This is an optimization exercise on Yosys and OpenROAD, whose aim is small area, not a production implementation. Where RTL was checked, it was by simulation tests only, not by an equivalence proof against the original. Function not checked in run 1: the RTL went through the layout flow alone. No activity file was given, so power comes from the tool's default toggle rates.

==> flow/design.v <==
`timescale 1ns/1ps
module reservation_station (
    input  wire         clk,
    input  wire         reset,
    input  wire         flush_pipeline,
    input  wire [1:0]   alloc_en,
    input  wire [11:0]  alloc_dst_tag,
    input  wire [11:0]  alloc_src1_tag,
    input  wire [11:0]  alloc_src2_tag,
    input  wire [63:0]  alloc_src1_val,
    input  wire [63:0]  alloc_src2_val,
    input  wire [1:0]   alloc_src1_ready,
    input  wire [1:0]   alloc_src2_ready,
    input  wire [23:0]  alloc_op,
    input  wire [11:0]  alloc_rob_tag,
    input  wire [63:0]  alloc_pc,
    input  wire [63:0]  alloc_imm,
    input  wire [1:0]   cdb_valid,
    input  wire [11:0]  cdb_tag,
    input  wire [63:0]  cdb_value,
    output reg  [1:0]   issue_valid,
    output reg  [23:0]  issue_op,
    output reg  [11:0]  issue_dst_tag,
    output reg  [63:0]  issue_src1_val,
    output reg  [63:0]  issue_src2_val,
    output reg  [11:0]  issue_rob_tag,
    output reg  [63:0]  issue_pc,
    output reg  [63:0]  issue_imm
);
    localparam N = 16;
    reg [N-1:0] e_valid;
    reg [N-1:0] e_s1rdy;
    reg [N-1:0] e_s2rdy;
    reg [4:0]   e_age   [0:N-1];
    reg [5:0]   e_dst   [0:N-1];
    reg [31:0]  e_s1val [0:N-1];    
    reg [31:0]  e_s2val [0:N-1];
    reg [11:0]  e_op    [0:N-1];
    reg [5:0]   e_rob   [0:N-1];
    reg [31:0]  e_pc    [0:N-1];
    reg [31:0]  e_imm   [0:N-1];
    wire [N-1:0] ready_mask = e_valid & e_s1rdy & e_s2rdy;
    reg        c_valid [0:1];
    reg [4:0]  c_age   [0:1];
    reg [2:0]  c_idx   [0:1];
    reg        stage1_valid;
    reg        n_valid [0:1];
    reg [2:0]  n_idx   [0:1];
    integer    i, p;
    always @(*) begin : pick
        for (p = 0; p < 2; p = p + 1) begin
            n_valid[p] = 1'b0;
            n_idx[p]   = 3'd0;
            for (i = 0; i < 8; i = i + 1) begin
                if (ready_mask[p*8+i] && (!c_valid[p] || e_age[p*8+i] > c_age[p])) begin
                    n_valid[p] = 1'b1;
                    n_idx[p]   = i[2:0];
                end
            end
        end
    end
    always @(posedge clk or posedge reset) begin
        if (reset) begin
            c_valid[0] <= 1'b0;
            c_valid[1] <= 1'b0;
            stage1_valid <= 1'b0;
        end else if (flush_pipeline) begin
            c_valid[0] <= 1'b0;
            c_valid[1] <= 1'b0;
            stage1_valid <= 1'b0;
        end else begin
            c_valid[0] <= n_valid[0];
            c_valid[1] <= n_valid[1];
            stage1_valid <= 1'b1;
        end
    end
    always @(posedge clk) begin
        c_age[0] <= e_age[{1'b0, n_idx[0]}];
        c_age[1] <= e_age[{1'b1, n_idx[1]}];
        c_idx[0] <= n_idx[0];
        c_idx[1] <= n_idx[1];
    end
    wire both_valid = c_valid[0] & c_valid[1];
    wire win_is_1   = both_valid ? !(c_age[0] > c_age[1]) : !c_valid[0];
    wire win_valid  = c_valid[0] | c_valid[1];
    wire [3:0] i0 = {1'b0, c_idx[0]};
    wire [3:0] i1 = {1'b1, c_idx[1]};
    wire [151:0] h0 = {e_op[i0], e_dst[i0], e_s1val[i0], e_s2val[i0], e_rob[i0], e_pc[i0], e_imm[i0]};
    wire [151:0] h1 = {e_op[i1], e_dst[i1], e_s1val[i1], e_s2val[i1], e_rob[i1], e_pc[i1], e_imm[i1]};
    wire [151:0] l0 = win_is_1 ? h1 : h0;
    wire [151:0] l1 = win_is_1 ? h0 : h1;
    always @(posedge clk or posedge reset) begin
        if (reset)
            issue_valid <= 2'b0;
        else if (flush_pipeline)
            issue_valid <= 2'b0;
        else
            issue_valid <= {stage1_valid & both_valid, stage1_valid & win_valid};
    end
    always @(posedge clk) begin
        {issue_op[11:0], issue_dst_tag[5:0], issue_src1_val[31:0], issue_src2_val[31:0],
         issue_rob_tag[5:0], issue_pc[31:0], issue_imm[31:0]} <= l0;
        {issue_op[23:12], issue_dst_tag[11:6], issue_src1_val[63:32], issue_src2_val[63:32],
         issue_rob_tag[11:6], issue_pc[63:32], issue_imm[63:32]} <= l1;
    end
    wire [N-1:0] free_mask  = ~e_valid;
    wire [N-1:0] first_free = free_mask & (~free_mask + 1'b1);
    wire [N-1:0] rest_free  = free_mask & ~first_free;
    wire [N-1:0] second_free = rest_free & (~rest_free + 1'b1);
    wire [N-1:0] al0v = alloc_en[0] ? first_free : {N{1'b0}};
    wire [N-1:0] al1v = alloc_en[1] ? (alloc_en[0] ? second_free : first_free) : {N{1'b0}};
    wire [31:0] a_s1_0 = {alloc_src1_val[31:6],  alloc_src1_ready[0] ? alloc_src1_val[5:0]   : alloc_src1_tag[5:0]};
    wire [31:0] a_s1_1 = {alloc_src1_val[63:38], alloc_src1_ready[1] ? alloc_src1_val[37:32] : alloc_src1_tag[11:6]};
    wire [31:0] a_s2_0 = {alloc_src2_val[31:6],  alloc_src2_ready[0] ? alloc_src2_val[5:0]   : alloc_src2_tag[5:0]};
    wire [31:0] a_s2_1 = {alloc_src2_val[63:38], alloc_src2_ready[1] ? alloc_src2_val[37:32] : alloc_src2_tag[11:6]};
    genvar g;
    generate
        for (g = 0; g < N; g = g + 1) begin : g_ent
            wire clr = (issue_valid[0] && e_rob[g] == issue_rob_tag[5:0]) ||
                       (issue_valid[1] && e_rob[g] == issue_rob_tag[11:6]);
            wire al0 = al0v[g];
            wire al1 = al1v[g];
            wire s1m0 = cdb_valid[0] && e_s1val[g][5:0] == cdb_tag[5:0];
            wire s1m1 = cdb_valid[1] && e_s1val[g][5:0] == cdb_tag[11:6];
            wire s2m0 = cdb_valid[0] && e_s2val[g][5:0] == cdb_tag[5:0];
            wire s2m1 = cdb_valid[1] && e_s2val[g][5:0] == cdb_tag[11:6];
            wire wk1 = !e_s1rdy[g] && (s1m0 || s1m1);
            wire wk2 = !e_s2rdy[g] && (s2m0 || s2m1);
            always @(posedge clk or posedge reset) begin
                if (reset)
                    e_valid[g] <= 1'b0;
                else if (flush_pipeline)
                    e_valid[g] <= 1'b0;
                else if (al0 || al1)
                    e_valid[g] <= 1'b1;
                else if (clr)
                    e_valid[g] <= 1'b0;
            end
            wire ld   = al0 | al1;
            wire hold = ~ld;
            wire h1   = ~ld & ~wk1;
            wire h2   = ~ld & ~wk2;
            wire w1a  = ~ld & wk1 & ~s1m1;
            wire w1b  = ~ld & wk1 &  s1m1;
            wire w2a  = ~ld & wk2 & ~s2m1;
            wire w2b  = ~ld & wk2 &  s2m1;
            wire [87:0] fd0 = {alloc_dst_tag[5:0],  alloc_op[11:0],  alloc_rob_tag[5:0],  alloc_pc[31:0],  alloc_imm[31:0]};
            wire [87:0] fd1 = {alloc_dst_tag[11:6], alloc_op[23:12], alloc_rob_tag[11:6], alloc_pc[63:32], alloc_imm[63:32]};
            wire [87:0] fq  = {e_dst[g], e_op[g], e_rob[g], e_pc[g], e_imm[g]};
            wire [87:0] fn  = ({88{al0}} & fd0) | ({88{al1}} & fd1) | ({88{hold}} & fq);
            always @(posedge clk) begin
                {e_dst[g], e_op[g], e_rob[g], e_pc[g], e_imm[g]} <= fn;
                e_s1val[g] <= ({32{al0}} & a_s1_0) | ({32{al1}} & a_s1_1) | ({32{h1}} & e_s1val[g]) |
                              ({32{w1a}} & cdb_value[31:0]) | ({32{w1b}} & cdb_value[63:32]);
                e_s2val[g] <= ({32{al0}} & a_s2_0) | ({32{al1}} & a_s2_1) | ({32{h2}} & e_s2val[g]) |
                              ({32{w2a}} & cdb_value[31:0]) | ({32{w2b}} & cdb_value[63:32]);
                e_s1rdy[g] <= (al0 & alloc_src1_ready[0]) | (al1 & alloc_src1_ready[1]) | (hold & (e_s1rdy[g] | wk1));
                e_s2rdy[g] <= (al0 & alloc_src2_ready[0]) | (al1 & alloc_src2_ready[1]) | (hold & (e_s2rdy[g] | wk2));
                e_age[g] <= ld ? 5'd0 : e_age[g] + 5'd1;
            end
        end
    endgenerate
endmodule
==> flow/flow/run.sh <==
#!/bin/bash
# Own layout flow: the standard flow, except that synthesis maps the
# logic with an area-oriented ABC script and CTS inserts no dummy loads.
set -euo pipefail
W=$PWD
export CUSTOM_ABC_SCRIPT=$W/flow/abc_area_custom.script
export CTS_ARGS="-sink_clustering_enable -repair_clock_nets -dont_use_dummy_load"
make -C "$FLOW_HOME" DESIGN_CONFIG=$W/config.mk WORK_HOME=$W/orfs CLKGATE_MAP_FILE= \
  SYNTH_SCRIPT=$W/flow/synth_custom.tcl synth > $W/synth_custom.log 2>&1
bash standard.sh > $W/standard.log 2>&1
==> flow/flow/abc_area_custom.script <==
strash
dch -f
amap -m
topo
==> flow/flow/synth_custom.tcl <==
# The standard synthesis (synth_recipe.tcl), with one change: ABC maps the
# combinational logic with an area-oriented script (flow/abc_area_custom.script)
# instead of ORFS's. Registers are mapped before ABC runs and are not touched.
proc synth {args} { yosys synth -nofsm -noshare {*}$args }
proc abc {args} {
  set i [lsearch -exact $args -script]
  if { $i >= 0 } { lset args [expr { $i + 1 }] $::env(CUSTOM_ABC_SCRIPT) }
  yosys abc {*}$args
}
source $::env(SCRIPTS_DIR)/synth.tcl
# left out here: clear keep_hierarchy, flatten, clean up, hide names made inside functions, write 1_2_yosys.v
==> flow/standard.sh <==
#!/bin/bash
# synth_recipe.tcl (not shown) runs the flow's synth.tcl, then flattens the netlist and writes it again
# the make line also repeats each setting of config.mk as NAME=value (left out here)
make -C /OpenROAD-flow-scripts/flow DESIGN_CONFIG=/design/flow/config.mk WORK_HOME=/design/flow/orfs CLKGATE_MAP_FILE= SYNTH_SCRIPT=/design/flow/synth_recipe.tcl "${@:-finish}"
==> flow/config.mk <==
export PLATFORM = sky130hd
export DESIGN_NAME = reservation_station
export DESIGN_NICKNAME = reservation_station
export VERILOG_FILES = /design/flow/design.v
export SDC_FILE = /design/flow/constraint.sdc
export NUM_CORES = 8
export LEC_CHECK = 0
export ABC_AREA = 1
export CAP_MARGIN = 20
export CORE_MARGIN = 2
export CORE_UTILIZATION = 40
export PLACE_DENSITY = 0.6
export SLEW_MARGIN = 20
==> flow/constraint.sdc <==
create_clock -name core_clock -period 5.5 [get_ports {clk}]
set_input_delay 1.1000 -clock core_clock [delete_from_list [all_inputs] [get_ports {clk}]]
set_output_delay 1.1000 -clock core_clock [all_outputs]
set_load 0.01 [all_outputs]
==> metrics.cfg, run 1 <==
[outcome]
status=finished clean

[synthesis]
post_synth_num_cell_types=50
synth-edff-count=0
synth_top_area_cell=dfxtp_1
netlist_area_um2=124000
yosysWarnings=14
syn_inst=12630
ys_ff_latch=2885
synthTopCellsByCount=2864 x dfxtp_1, 2435 x o221ai_1, 1154 x nand2_1
synth.area.top_cells=dfxtp_1 46%, o221ai_1 17%, a222oi_1 7.0%
ys.flop_type=dfxtp_1
syn_nets=13146
synthArstFlopShare_pct=0.728
yosys.cell_count.top_type=dfxtp_1
yosysSeqAreaShare_pct=46.7
syn_avg_cell_area_um2=9.81
synth_top_cell_area_share_pct=46.3

[finish]
syn_to_final_growth_pct=22.5
nets=14767
fin_cells=18389
finalCoreUtilization_pct=49.2
drive_gt1_share_pct=7.74

[sta]
max_clock_freq_ghz=0.193
rsz0062_at_grt=false
setup_viol=0
drv_slew=0
min_period_ns=5.18
slew_headroom_pct=6.40
holdWs_ns=0.449
hold_viol_final=0
clock_skew_ns=0.109
fin_crit_sh_pct=94.1
worst_pin_slew_ns=1.40

[run]
cap_viol_max_count=0

[critical_path]
path_buf_inv=10
worst_path_max_delay_cell=buf_4
max_stage_delay_ns=0.76
critPathKind=reg -> reg
critPathMaxFanout=54
worst_setup_path_end_kind=flop
crit_family=simple AND/OR/NAND/NOR gates
reg2reg_slack_ns=0.32
critPathRequiredTime_ns=6.33
critPathArrivalTime_ns=6.01
critPathLaunchType=flop
crit_top_cell=clkinv_2

[clocking]
clock_sinks=2885
cts_made_buffers=323
root_buffer=clkbuf_16
htreeDepth=5
cts_tree=yes
clk_pin_slew_ns=0.06
clockBufferDepth=4
worstSkewPairLatency_ns=0.98

[die]
die_h_um=561
ios=721
coreArea_um2=309000
start_util_pct=40.1
rows=204
dieArea_um2=314000
die_x_um=561

[worst_hold_path]
hold_path_class=reg -> reg

[routing]
ant_nets=0
viasPerCell=8.19
drc_errors=0
num_vias=150689
first_pass_iters=17
wl_um=766000
drtIter0Drc=34154
routedWlPerCell_um=41.6

[grt]
antenna_found_initial=59
grt_use_total_pct=45.8
grt_pass1_vias=143300
grt_pass1_wl_um=1060000
grt_max_degree=145
grt_overflow=0

[power]
power.density_nw_per_um2=469
p_leak_uw=0.0544
vdd_drop_max_v=0.000308

[placed_design]
dp.cells=18042
dp_hpwl_um=442000
place_congestion=1.02
numPortBuffers=720

==> layer usage <==
metal	wire length (µm)	track usage, %	vias up	share of wire, %
li1	-	-	58528	-
met1	273000	57.6	72739	36
met2	300000	63.4	15376	39
met3	125000	17.6	4010	16
met4	67300	33.3	36	8.8
met5	375	0.301	-	0.049
==> stage by stage <==
step                      total power [µW]  instance area [µm²]  setup slack, ns   TNS, ns
after floorplan                      41900               124000            -6.20  -7662.74
final                                71200               152000            0.324         0
after global placement               50600               143000            0.314         0
after global routing                 73500               152000           0.0765         0
after detailed placement             51400               144000            0.244         0
after CTS                            70000               152000            0.222         0
==> placed cells by master, fill, tap and decap left out, types with 48 or more instances in the layout <==
| master | n |
|---|---|
| clkinv_1 | 880 |
| a222oi_1 | 862 |
| a22o_1 | 135 |
| buf_4 | 432 |
| dfxtp_1 | 2859 |
| a21oi_1 | 598 |
| ha_1 | 97 |
| clkbuf_16 | 323 |
| nand3_1 | 546 |
| nor2_1 | 289 |
| a22oi_1 | 385 |
| o22a_1 | 304 |
| clkdlybuf4s50_1 | 718 |
| o21ai_0 | 90 |
| nand4_1 | 155 |
| nand2_1 | 1146 |
| a2111oi_0 | 76 |
| o221ai_1 | 2432 |
| buf_12 | 136 |
| a221oi_1 | 244 |
| nor3_1 | 48 |
| o22ai_1 | 902 |
==> power by group <==
part	internal (µW)	switching [µW]	total [µW]
sequential	27000	4330	31300
combinational	8790	12200	21000
clock	10300	8650	18900
==> what timing repair did <==
action	in CTS	in global routing
setup buffers	0	0
hold buffers	0	0
gates resized for setup	0	2
setup endpoints to repair	0	53
==> final timing paths <==
| path | startpoint | to | cells past startpoint |
|---|---|---|---|
| max in group asynchronous | reset | e_valid[0]$_DFFE_PP0P_ | 2 |
| worst max register to register | e_valid[1]$_DFFE_PP0P_ | e_s2val[14][20]$_DFF_P_ | 26 |
| worst min-delay path | e_age[4][0]$_SDFF_PN0_ | e_age[4][0]$_SDFF_PN0_ | 1 |
| min in group asynchronous | reset | e_valid[14]$_DFFE_PP0P_ | 2 |
| worst min register to register | e_age[4][0]$_SDFF_PN0_ | e_age[4][0]$_SDFF_PN0_ | 1 |
| worst max-delay path | e_valid[1]$_DFFE_PP0P_ | e_s2val[14][20]$_DFF_P_ | 26 |
==> worst reg2reg max path: stages, from the launching register on <==
cell      delay, ns
dfrtp_1        0.45
clkinv_2       0.15
nor2_4         0.16
clkinv_2       0.09
nor2_4         0.12
clkinv_2       0.10
nor2_4         0.15
clkinv_2       0.09
nor2_4         0.16
clkinv_2       0.10
nor2_4         0.14
clkinv_2       0.09
nor2_4         0.16
clkinv_4       0.10
nor3_4         0.27
and3_4         0.26
nor2_2         0.05
clkinv_2       0.09
nand2_1        0.07
or3_1          0.37
nor3_1         0.14
nor2_1         0.10
nor3_4         0.23
buf_4          0.20
buf_4          0.77
a222oi_1       0.38
o221ai_1       0.14
==> flip-flops by register name, indices dropped and copies added, names as in the netlist, 16 cells and up <==
name and cells:
e_age 80, e_dst 96, e_imm 512, e_op 192, e_pc 512, e_rob 96
e_s1rdy 16, e_s1val 512, e_s2rdy 16, e_s2val 512, e_valid 16, issue_imm 64
issue_op 24, issue_pc 64, issue_src1_val 64, issue_src2_val 64
==> cells by family (layout without fill, tap and decap cells) <==
logic type | count (synthesis) | count (layout) | synth area share [%]
xor gates and xnor gates | 1 | 1 | 0.00707
adders and majority gates | 101 | 101 | 1.02
AOI/OAI and AO/OA | 6261 | 6261 | 40.7
other | 0 | 20 | 0
and+or+nand+nor | 2440 | 2440 | 8.72
buffers and inverters | 942 | 2561 | 2.85
DFF | 2885 | 2885 | 46.7
==> final cells by class <==
class,count,area (µm²)
antenna,20,50.0
clock buffer,323,8080
fill,28192,157000
inverter,942,3770
multi-input combinational,8803,63500
sequential,2885,57900
tap,4120,5150
timing repair buffer,1296,13300
==> run 2, diff against run 1 <==
--- a/flow/design.v
+++ b/flow/design.v
@@ -84,8 +84,21 @@
     wire win_is_1   = both_valid ? !(c_age[0] > c_age[1]) : !c_valid[0];
     wire win_valid  = c_valid[0] | c_valid[1];
-    wire [3:0] i0 = {1'b0, c_idx[0]};
-    wire [3:0] i1 = {1'b1, c_idx[1]};
-    wire [151:0] h0 = {e_op[i0], e_dst[i0], e_s1val[i0], e_s2val[i0], e_rob[i0], e_pc[i0], e_imm[i0]};
-    wire [151:0] h1 = {e_op[i1], e_dst[i1], e_s1val[i1], e_s2val[i1], e_rob[i1], e_pc[i1], e_imm[i1]};
+    wire [151:0] pl [0:N-1];
+    genvar gp;
+    generate
+        for (gp = 0; gp < N; gp = gp + 1) begin : g_pl
+            assign pl[gp] = {e_op[gp], e_dst[gp], e_s1val[gp], e_s2val[gp], e_rob[gp], e_pc[gp], e_imm[gp]};
+        end
+    endgenerate
+    reg [151:0] h0, h1;
+    integer k;
+    always @(*) begin
+        h0 = 152'd0;
+        h1 = 152'd0;
+        for (k = 0; k < 8; k = k + 1) begin
+            h0 = h0 | ({152{c_idx[0] == k}} & pl[k]);
+            h1 = h1 | ({152{c_idx[1] == k}} & pl[8+k]);
+        end
+    end
     wire [151:0] l0 = win_is_1 ? h1 : h0;
     wire [151:0] l1 = win_is_1 ? h0 : h1;
==> flow/flow/run.sh (replaced) <==
#!/bin/bash
# Own layout flow: the standard flow, except that synthesis maps the
# logic with an area-oriented ABC script, ports are buffered with the
# smallest buffer, and CTS inserts no dummy loads.
set -euo pipefail
W=$PWD
export CUSTOM_ABC_SCRIPT=$W/flow/abc_area_custom.script
export BUFFER_PORTS_ARGS="-buffer_cell sky130_fd_sc_hd__buf_1"
export CTS_ARGS="-sink_clustering_enable -repair_clock_nets -dont_use_dummy_load -buf_list {sky130_fd_sc_hd__clkbuf_2 sky130_fd_sc_hd__clkbuf_4 sky130_fd_sc_hd__clkbuf_8}"
make -C "$FLOW_HOME" DESIGN_CONFIG=$W/config.mk WORK_HOME=$W/orfs CLKGATE_MAP_FILE= \
  SYNTH_SCRIPT=$W/flow/synth_custom.tcl synth > $W/synth_custom.log 2>&1
bash standard.sh > $W/standard.log 2>&1
--- a/flow/config.mk
+++ b/flow/config.mk
@@ -6,5 +6,4 @@
 export NUM_CORES = 8
 export LEC_CHECK = 0
-export ABC_AREA = 1
 export CAP_MARGIN = 20
 export CORE_MARGIN = 2
==> run 2 against run 1 <==
Compared with the run above:
- clock skew is 0.12 ns higher
- cell area decreased by 5.1%
- clock-buffer cell count grew 159
- critical path depth decreased by 3
- critical endpoint is now e_s1val[11][28]$_DFF_P_
- synthesized area down 1.1%
- largest cell class unchanged
- maximum frequency is 0.27% higher
- non-clock buffer count down 91
- flip-flop and latch count did not move
- via count is 0.49% higher
- core utilization fell by 2.0 points
- synthesized cell count fell by 3.2%
==> metrics.cfg, run 2 <==
[sta]
min_period_ns=5.16  ; -0.0140 ns
hold_viol_final=0  ; unchanged
setup_viol=0  ; unchanged
slew_headroom_pct=8.27  ; +1.9 points
finalSetupTns_ns=0  ; unchanged
drv_slew=0  ; unchanged
fin_crit_sh_pct=93.9  ; -0.25 points
worst_pin_slew_ns=1.38  ; -0.0280 ns
max_clock_freq_ghz=0.194  ; +0.27%
rsz0062_at_grt=true
clock_skew_ns=0.229  ; +0.120 ns

[synthesis]
synth_top_area_cell=dfxtp_1
yosys.cell_count.top_type=dfxtp_1
syn_nets=12737  ; -3.1%
synth.area.top_cells=dfxtp_1 47%, o221ai_1 17%, a222oi_1 12%
synthTopCellsByCount=2864 x dfxtp_1, 2388 x o221ai_1, 1457 x a222oi_1
post_synth_num_cell_types=49  ; -2.0%
netlist_area_um2=123000  ; -1.1%
syn_inst=12221  ; -3.2%
syn_avg_cell_area_um2=10.0  ; +2.2%
ys_ff_latch=2885  ; unchanged
synth-edff-count=0  ; unchanged
yosysWarnings=14  ; unchanged
synthArstFlopShare_pct=0.728  ; unchanged
yosysSeqAreaShare_pct=47.2  ; +0.50 points
synth_top_cell_area_share_pct=46.8  ; +0.50 points
ys.flop_type=dfxtp_1

[clocking]
worstSkewPairLatency_ns=1.28  ; +0.30 ns
clk_pin_slew_ns=0.06  ; about the same
cts_tree=yes
root_buffer=clkbuf_8
holdBufCountCts=0  ; unchanged
cts_made_buffers=482  ; +49%
clock_sinks=2885  ; unchanged
htreeDepth=5  ; unchanged
clockBufferDepth=4  ; unchanged

[critical_path]
worst_setup_path_end_kind=flop
crit_chain=clkinv_1 > nor2_1 > clkinv_1 > nor2_1 > clkinv_1 > nor2_1 > clkinv_1 > nor2_1 > clkinv_1 > nor2_1 > clkinv_1 > nor2_1 > nand2_1 > clkinv_1 > buf_4 > nor3_1 > o221ai_4 > clkinv_2 > nor2_4 > clkinv_1 > nor2_4 > a222oi_1 > o221ai_1
critPathKind=reg -> reg
worst_path_max_delay_cell=nor2_4
critPathMaxFanout=32  ; -41%
critPathRequiredTime_ns=6.59  ; +0.26 ns
rr_endpoint=e_s1val[11][28]$_DFF_P_
reg2reg_slack_ns=0.34  ; about the same
critPathLaunchType=flop
crit_start=e_valid[1]$_DFFE_PP0P_
r2r-start=e_valid[1]$_DFFE_PP0P_
reg2reg_depth=23  ; -12%
max_stage_delay_ns=1.01  ; +0.25 ns
crit_top_cell=clkinv_1
critPathArrivalTime_ns=6.25  ; +0.24 ns

[finish]
fin_cells=18059  ; -1.8%
nets=14426  ; -2.3%
final_common_cell=dfxtp_1
fillers=28533  ; +1.2%
drive_gt1_share_pct=8.50  ; +0.76 points
syn_to_final_growth_pct=17.5
finalCoreUtilization_pct=47.2  ; -2.0 points
final_cell_mix=2859 x dfxtp_1, 2380 x o221ai_1, 1457 x a222oi_1

[worst_hold_path]
min_path_cells=3  ; +2
holdPathEnd=e_op[13][11]$_DFF_P_
hold_path_class=in -> reg
hp-start=alloc_op[23]

[die]
coreArea_um2=305000  ; -1.1%
die_h_um=558  ; -0.53%
ios=721  ; unchanged
start_util_pct=40.1  ; about the same
dieArea_um2=311000  ; -1.1%
die_x_um=558  ; -0.53%
rows=203  ; -0.49%

[placed_design]
dp.cells=17505  ; -3.0%
dp_hpwl_um=415000  ; -6.2%
place_congestion=0.996  ; -2.8%
numPortBuffers=720  ; unchanged

[routing]
wl_um=761000  ; -0.60%
ant_nets=0  ; unchanged
viasPerCell=8.39  ; +2.3%
first_pass_iters=22  ; +5
num_vias=151425  ; +0.49%
drc_errors=0  ; unchanged
routedWlPerCell_um=42.2  ; +1.2%
drtIter0Drc=38998  ; +14%

[grt]
grt_max_degree=155  ; +6.9%
grt_pass1_vias=143860  ; +0.39%
grt_overflow=0  ; unchanged
grt_pass1_wl_um=1050000  ; -1.0%
antenna_found_initial=70  ; +19%
grt_use_total_pct=46.1  ; +0.24 points

[power]
power.density_nw_per_um2=483  ; +2.9%
vdd_drop_max_v=0.000386  ; +25%
p_leak_uw=0.0512  ; -5.9%

[outcome]
status=finished clean

[run]
cap_viol_max_count=0  ; unchanged

run 2: worst max-delay path by stage:
stage / endpoint / slack [ns] / cells after the start
floorplan: e_s1val[5][0]$_DFF_P_ / -6.37 / 8
global placement: e_s1val[15][1]$_DFF_P_ / 0.20 / 27
detailed placement: e_s1val[15][4]$_DFF_P_ / 0.37 / 26
CTS: e_s2val[12][20]$_DFF_P_ / 0.45 / 23
global route: e_s2val[11][11]$_DFF_P_ / -0.06 / 26
finish: e_s1val[11][28]$_DFF_P_ / 0.34 / 23
run 2: metal layers:
metal  share of wire [%]  wire length [µm]  GRT usage [%]
met3                  17            133000           20.6
met5               0.065               492          0.664
met4                 8.9             68100           33.9
met2                  39            298000           63.9
met1                  34            261000           55.7
run 2: repair_timing:
item | in CTS | in global routing
setup buffers | 0 | 2
resized for setup | 0 | 6
endpoints found under the setup margin | 0 | 161
run 2: per-stage QoR:
stage / hold slack (ns) / total power, µW / setup WS [ns] / cell area (µm²)
floorplan: 0.421 / 42700 / -6.37 / 123000
global placement: 0.431 / 51200 / 0.196 / 137000
detailed placement: 0.436 / 52100 / 0.373 / 137000
CTS: 0.161 / 67800 / 0.446 / 143000
global route: 0.210 / 71600 / -0.0646 / 144000
finish: 0.184 / 69500 / 0.338 / 144000
run 2: kinds of logic (layout without fill, tap and decap cells):
logic type                 count (synthesis)  in the layout  share of synthesized area (%)
xor gates and xnor gates                   1              1                        0.00715
buffers and inverters                    913           2600                           2.80
other                                      0             51                              0
adders and majority gates                101            101                           1.03
and+or+nand+nor                         2591           2591                           9.24
DFF                                     2885           2885                           47.2
AOI/OAI and AO/OA                       5730           5730                           39.7
run 2: final cells by class:
class                   count  area [µm²]  share of cell area (%)
flip-flops and latches   2885       57900                    40.2
clock buffers             482        6630                    4.61
inverters                 913        3530                    2.45
repair buffers           1205        8370                    5.81
diodes                     51         128                  0.0886
well taps                4100        5130                    3.56
multi-input cells        8423       62300                    43.3
run 2: worst max-delay path: cells and delay by family (launching register included):
kind	cells	cell delay (ns)
AOI/OAI and AO/OA	3	0.57
buffers and inverters	10	1.47
DFF	1	0.41
and+or+nand+nor	10	2.70
run 2: power by group:
part,switching [µW],internal [µW]
sequential,4250,26900
combinational,14400,7880
clock,8510,7630
==> run 3, diff against run 2 <==
==> flow/flow/run.sh (replaced) <==
#!/bin/bash
# Own layout flow: the standard flow, except that synthesis maps the
# logic with an area-oriented ABC script, ports are buffered with the
# smallest buffer, and CTS uses one clock buffer type, fixed sink clusters
# and no dummy loads.
set -euo pipefail
W=$PWD
export CUSTOM_ABC_SCRIPT=$W/flow/abc_area_custom.script
export BUFFER_PORTS_ARGS="-buffer_cell sky130_fd_sc_hd__buf_1"
export CTS_ARGS="-sink_clustering_enable -repair_clock_nets -dont_use_dummy_load -sink_clustering_size 20 -sink_clustering_max_diameter 90 -buf_list {sky130_fd_sc_hd__clkbuf_16}"
make -C "$FLOW_HOME" DESIGN_CONFIG=$W/config.mk WORK_HOME=$W/orfs CLKGATE_MAP_FILE= \
  SYNTH_SCRIPT=$W/flow/synth_custom.tcl synth > $W/synth_custom.log 2>&1
bash standard.sh > $W/standard.log 2>&1
==> run 3 against run 2 <==
Compared with the run above:
- still clean on timing, DRC and antenna
- clock skew fell by 0.11 ns
- synthesized cell count did not move
- cell area fell by 1.5%
- clock power fell by 17%
- non-clock buffer count fell by 2
- core utilization fell by 0.71 points
- via count fell by 1.4%
- largest cell class unchanged
- largest power group unchanged
- highest routed layer unchanged
==> metrics.cfg, run 3 <==
[power]
p_sw_uw=26300  ; -3.3%
combPwrFrac_pct=33.3  ; +1.3 points
p_int_uw=40500  ; -4.5%
clkPwrFrac_pct=20.1  ; -3.1 points
netSwitchingFraction_pct=39.4  ; +0.30 points
power.density_nw_per_um2=471  ; -2.6%
p_seq_share_pct=46.6  ; +1.8 points
p_leak_uw=0.0499  ; -2.4%
vdd_drop_max_v=0.000398  ; +3.2%

[critical_path]
critPathKind=reg -> reg
critPathLaunchType=flop
reg2reg_slack_ns=0.31  ; -0.03 ns
r2r-start=e_valid[1]$_DFFE_PP0P_
worst_path_max_delay_cell=nor2_2
worst_setup_path_end_kind=flop
reg2reg_depth=23  ; unchanged
critPathArrivalTime_ns=6.01  ; -0.24 ns
crit_chain=clkinv_1 > nor2_1 > clkinv_1 > nor2_1 > clkinv_1 > nor2_2 > clkinv_1 > nor2_2 > clkinv_1 > nor2_1 > inv_2 > nor2_1 > buf_4 > clkinv_1 > nor2_1 > nor2_1 > o2111ai_1 > a221oi_4 > nor2_4 > clkinvlp_4 > nor2_2 > a222oi_1 > o221ai_1
critPathRequiredTime_ns=6.32  ; -0.27 ns
max_stage_delay_ns=1.17  ; +0.16 ns
critPathMaxFanout=16  ; -50%
rr_endpoint=e_s2val[12][18]$_DFF_P_
path_buf_inv=9  ; -1
crit_family=simple AND/OR/NAND/NOR gates

[synthesis]
yosys.cell_count.top_type=dfxtp_1
syn_nets=12737  ; unchanged
synth-edff-count=0  ; unchanged
yosysWarnings=14  ; unchanged
synthArstFlopShare_pct=0.728  ; unchanged
synth_top_cell_area_share_pct=46.8  ; unchanged
syn_inst=12221  ; unchanged
post_synth_num_cell_types=49  ; unchanged
synth_top_area_cell=dfxtp_1
synth.area.top_cells=dfxtp_1 47%, o221ai_1 17%, a222oi_1 12%
yosysSeqAreaShare_pct=47.2  ; unchanged
netlist_area_um2=123000  ; unchanged
synthTopCellsByCount=2864 x dfxtp_1, 2388 x o221ai_1, 1457 x a222oi_1
syn_avg_cell_area_um2=10.0  ; unchanged
ys_ff_latch=2885  ; unchanged
ys.flop_type=dfxtp_1

[clocking]
holdBufCountCts=0  ; unchanged
htreeDepth=4  ; -1
clockBufferDepth=4  ; unchanged
cts_made_buffers=179  ; -63%
root_buffer=clkbuf_16
clock_sinks=2885  ; unchanged
worstSkewPairLatency_ns=0.98  ; -0.30 ns
clk_pin_slew_ns=0.09  ; +0.03 ns
cts_tree=yes

[die]
ios=721  ; unchanged
start_util_pct=40.1  ; unchanged
rows=203  ; unchanged
die_h_um=558  ; unchanged
dieArea_um2=311000  ; unchanged
die_x_um=558  ; unchanged
coreArea_um2=305000  ; unchanged

[routing]
drtIter0Drc=38491  ; -1.3%
num_vias=149295  ; -1.4%
ant_nets=0  ; unchanged
highest_layer=met5
wl_met2_um=297000  ; -0.64%
routed-wl-met3_um=131000  ; -1.5%
viasPerCell=8.42  ; +0.37%
drc_errors=0  ; unchanged
wl_um=756000  ; -0.68%
routedWlPerCell_um=42.6  ; +1.1%
wl_met1_um=259000  ; -0.88%
first_pass_iters=23  ; +4.5%

[sta]
slew_headroom_pct=4.50  ; -3.8 points
hold_viol_final=0  ; unchanged
clock_skew_ns=0.118  ; -0.111 ns
fin_crit_sh_pct=94.3  ; +0.49 points
max_clock_freq_ghz=0.193  ; -0.51%
finalSetupTns_ns=0  ; unchanged
worst_pin_slew_ns=1.43  ; +0.0566 ns
drv_slew=0  ; unchanged
setup_viol=0  ; unchanged
min_period_ns=5.19  ; +0.0267 ns
holdWs_ns=0.414  ; +0.230 ns
rsz0062_at_grt=false

[grt]
grt_max_degree=155  ; unchanged
grt_pass1_wl_um=1050000  ; -0.80%
grt_pass1_vias=141349  ; -1.7%
grt_use_total_pct=45.8  ; -0.31 points
grt_overflow=0  ; unchanged
antenna_found_initial=65  ; -7.1%

[placed_design]
place_congestion=0.996  ; unchanged
numPortBuffers=720  ; unchanged
postPlaceCellArea_um2=137000  ; unchanged
dp_hpwl_um=415000  ; unchanged
dp.cells=17505  ; unchanged

[finish]
finalCoreUtilization_pct=46.5  ; -0.71 points
nets=14122  ; -2.1%
drive_gt1_share_pct=6.48  ; -2.0 points
fillers=28602  ; +0.24%
fin_area_um2=142000  ; -1.5%
multi_input_area_um2=62300  ; about the same
final_cell_mix=2859 x dfxtp_1, 2380 x o221ai_1, 1457 x a222oi_1
fin_cells=17739  ; -1.8%
syn_to_final_growth_pct=15.7
final_common_cell=dfxtp_1
seqCellArea_um2=57900  ; unchanged

[worst_hold_path]
hold_path_class=in -> async

[outcome]
status=finished clean

[run]
cap_viol_max_count=0  ; unchanged

## run 3: changes by cell type in the layout (fill, tap and decap cells not counted), sizes merged
| cell | before | now |
|---|---|---|
| inv | 41 | 42 |
| clkinv | 871 | 870 |
| nor2 | 292 | 293 |
| clkbuf | 490 | 188 |
| buf | 1197 | 1194 |
| diode | 51 | 35 |
## run 3: worst max path at each step
| stage | end | startpoint | depth (start not counted) | slack, ns |
|---|---|---|---|---|
| finish | e_s2val[12][18]$_DFF_P_ | e_valid[1]$_DFFE_PP0P_ | 23 | 0.31 |
| global route | e_s1val[12][25]$_DFF_P_ | e_valid[1]$_DFFE_PP0P_ | 24 | 0.11 |
| CTS | e_s1val[15][30]$_DFF_P_ | e_valid[1]$_DFFE_PP0P_ | 26 | 0.39 |
| detailed placement | e_s1val[15][4]$_DFF_P_ | e_valid[1]$_DFFE_PP0P_ | 26 | 0.37 |
| global placement | e_s1val[15][1]$_DFF_P_ | e_valid[1]$_DFFE_PP0P_ | 27 | 0.20 |
| floorplan | e_s1val[5][0]$_DFF_P_ | alloc_en[0] | 8 | -6.37 |
## run 3: cells by family (layout without fill, tap and decap cells)
| family | after synthesis | in the layout | synth area share, % |
|---|---|---|---|
| compound gates | 5730 | 5730 | 39.7 |
| xor+xnor | 1 | 1 | 0.00715 |
| other cells | 0 | 35 | 0 |
| buf+inv | 913 | 2295 | 2.80 |
| simple gates | 2591 | 2592 | 9.24 |
| flops | 2885 | 2885 | 47.2 |
| fa+ha+maj | 101 | 101 | 1.03 |
## run 3: what timing repair did
| action | in CTS | in global routing |
|---|---|---|
| endpoints found under the setup margin | 0 | 272 |
| resized for setup | 0 | 10 |
| buffers inserted | 0 | 2 |
## run 3: through the flow
step,total power (µW),setup slack [ns]
global route,68700,0.111
global placement,51200,0.196
finish,66700,0.311
CTS,65100,0.386
floorplan,42700,-6.37
detailed placement,52100,0.373
## run 3: layout make-up
type                       instances  share of cell area, %
antenna                           35                 0.0618
clock buffer                     179                   3.16
tap                             4100                   3.62
inverter                         913                   2.49
sequential                      2885                   40.8
multi-input combinational       8424                   44.0
timing repair buffer            1203                   5.92
## run 3: routing by layer
metal	global-route usage, %	vias up
met4	33.5	50
met3	20.2	4399
met1	55.6	72039
met2	63.5	15860
met5	0.324	-
li1	-	56947
## run 3: power groups by stage
| stage | Sequential [µW] | Combinational [µW] | Clock, µW |
|---|---|---|---|
| global route | 31500 | 23200 | 14000 |
| finish | 31100 | 22300 | 13400 |
| global placement | 30900 | 20300 | 0 |
| detailed placement | 31100 | 20900 | 0 |
| CTS | 30700 | 21100 | 13300 |
| floorplan | 30400 | 12300 | 0 |
## run 3: worst register-to-register path, stage by stage, from the launching register on
cell	delay (ns)
dfrtp_1	0.41
clkinv_1	0.14
nor2_1	0.20
clkinv_1	0.14
nor2_1	0.16
clkinv_1	0.13
nor2_2	0.16
clkinv_1	0.12
nor2_2	0.16
clkinv_1	0.11
nor2_1	0.23
inv_2	0.10
nor2_1	0.17
buf_4	0.14
clkinv_1	0.10
nor2_1	0.21
nor2_1	0.07
o2111ai_1	0.16
a221oi_4	0.14
nor2_4	0.20
clkinvlp_4	0.35
nor2_2	1.18
a222oi_1	0.19
o221ai_1	0.14

==> re-timing with driven ports <==
The results above use ideal ports. As a check the final layouts listed here were re-extracted and re-timed, cells and wires unchanged. Step 1, drivers: a clkbuf_16 drives clk and a buf_2 each remaining input, both assumed. Step 2 times the ports against the registers' clock, not the clock port: input delays grow and output delays shrink by t, the midpoint of the rising clock arrivals with the driver on. Slacks: no drivers / after step 1 / after step 2; pairs: no drivers / after step 1.
| run | shift t [ns] | setup slack, ns | worst hold slack (ns) | worst setup path at the end |
|---|---|---|---|---|
| run 1 | 1.048 | 0.324 / 0.324 / -0.109 | 0.449 / 0.449 / 0.449 | input to register |
| run 2 | 1.245 | 0.338 / 0.338 / 0.176 | 0.184 / 0.106 / 0.443 | input to register |
| run 3 | 1.020 | 0.311 / 0.311 / -0.022 | 0.414 / 0.334 / 0.449 | input to register |
With both steps, setup timing fails in run 1 and run 3, where it was met with ideal ports. The setup slack of run 1, which loses most, moves by 0.000 ns with the drivers and by -0.433 ns with both steps.
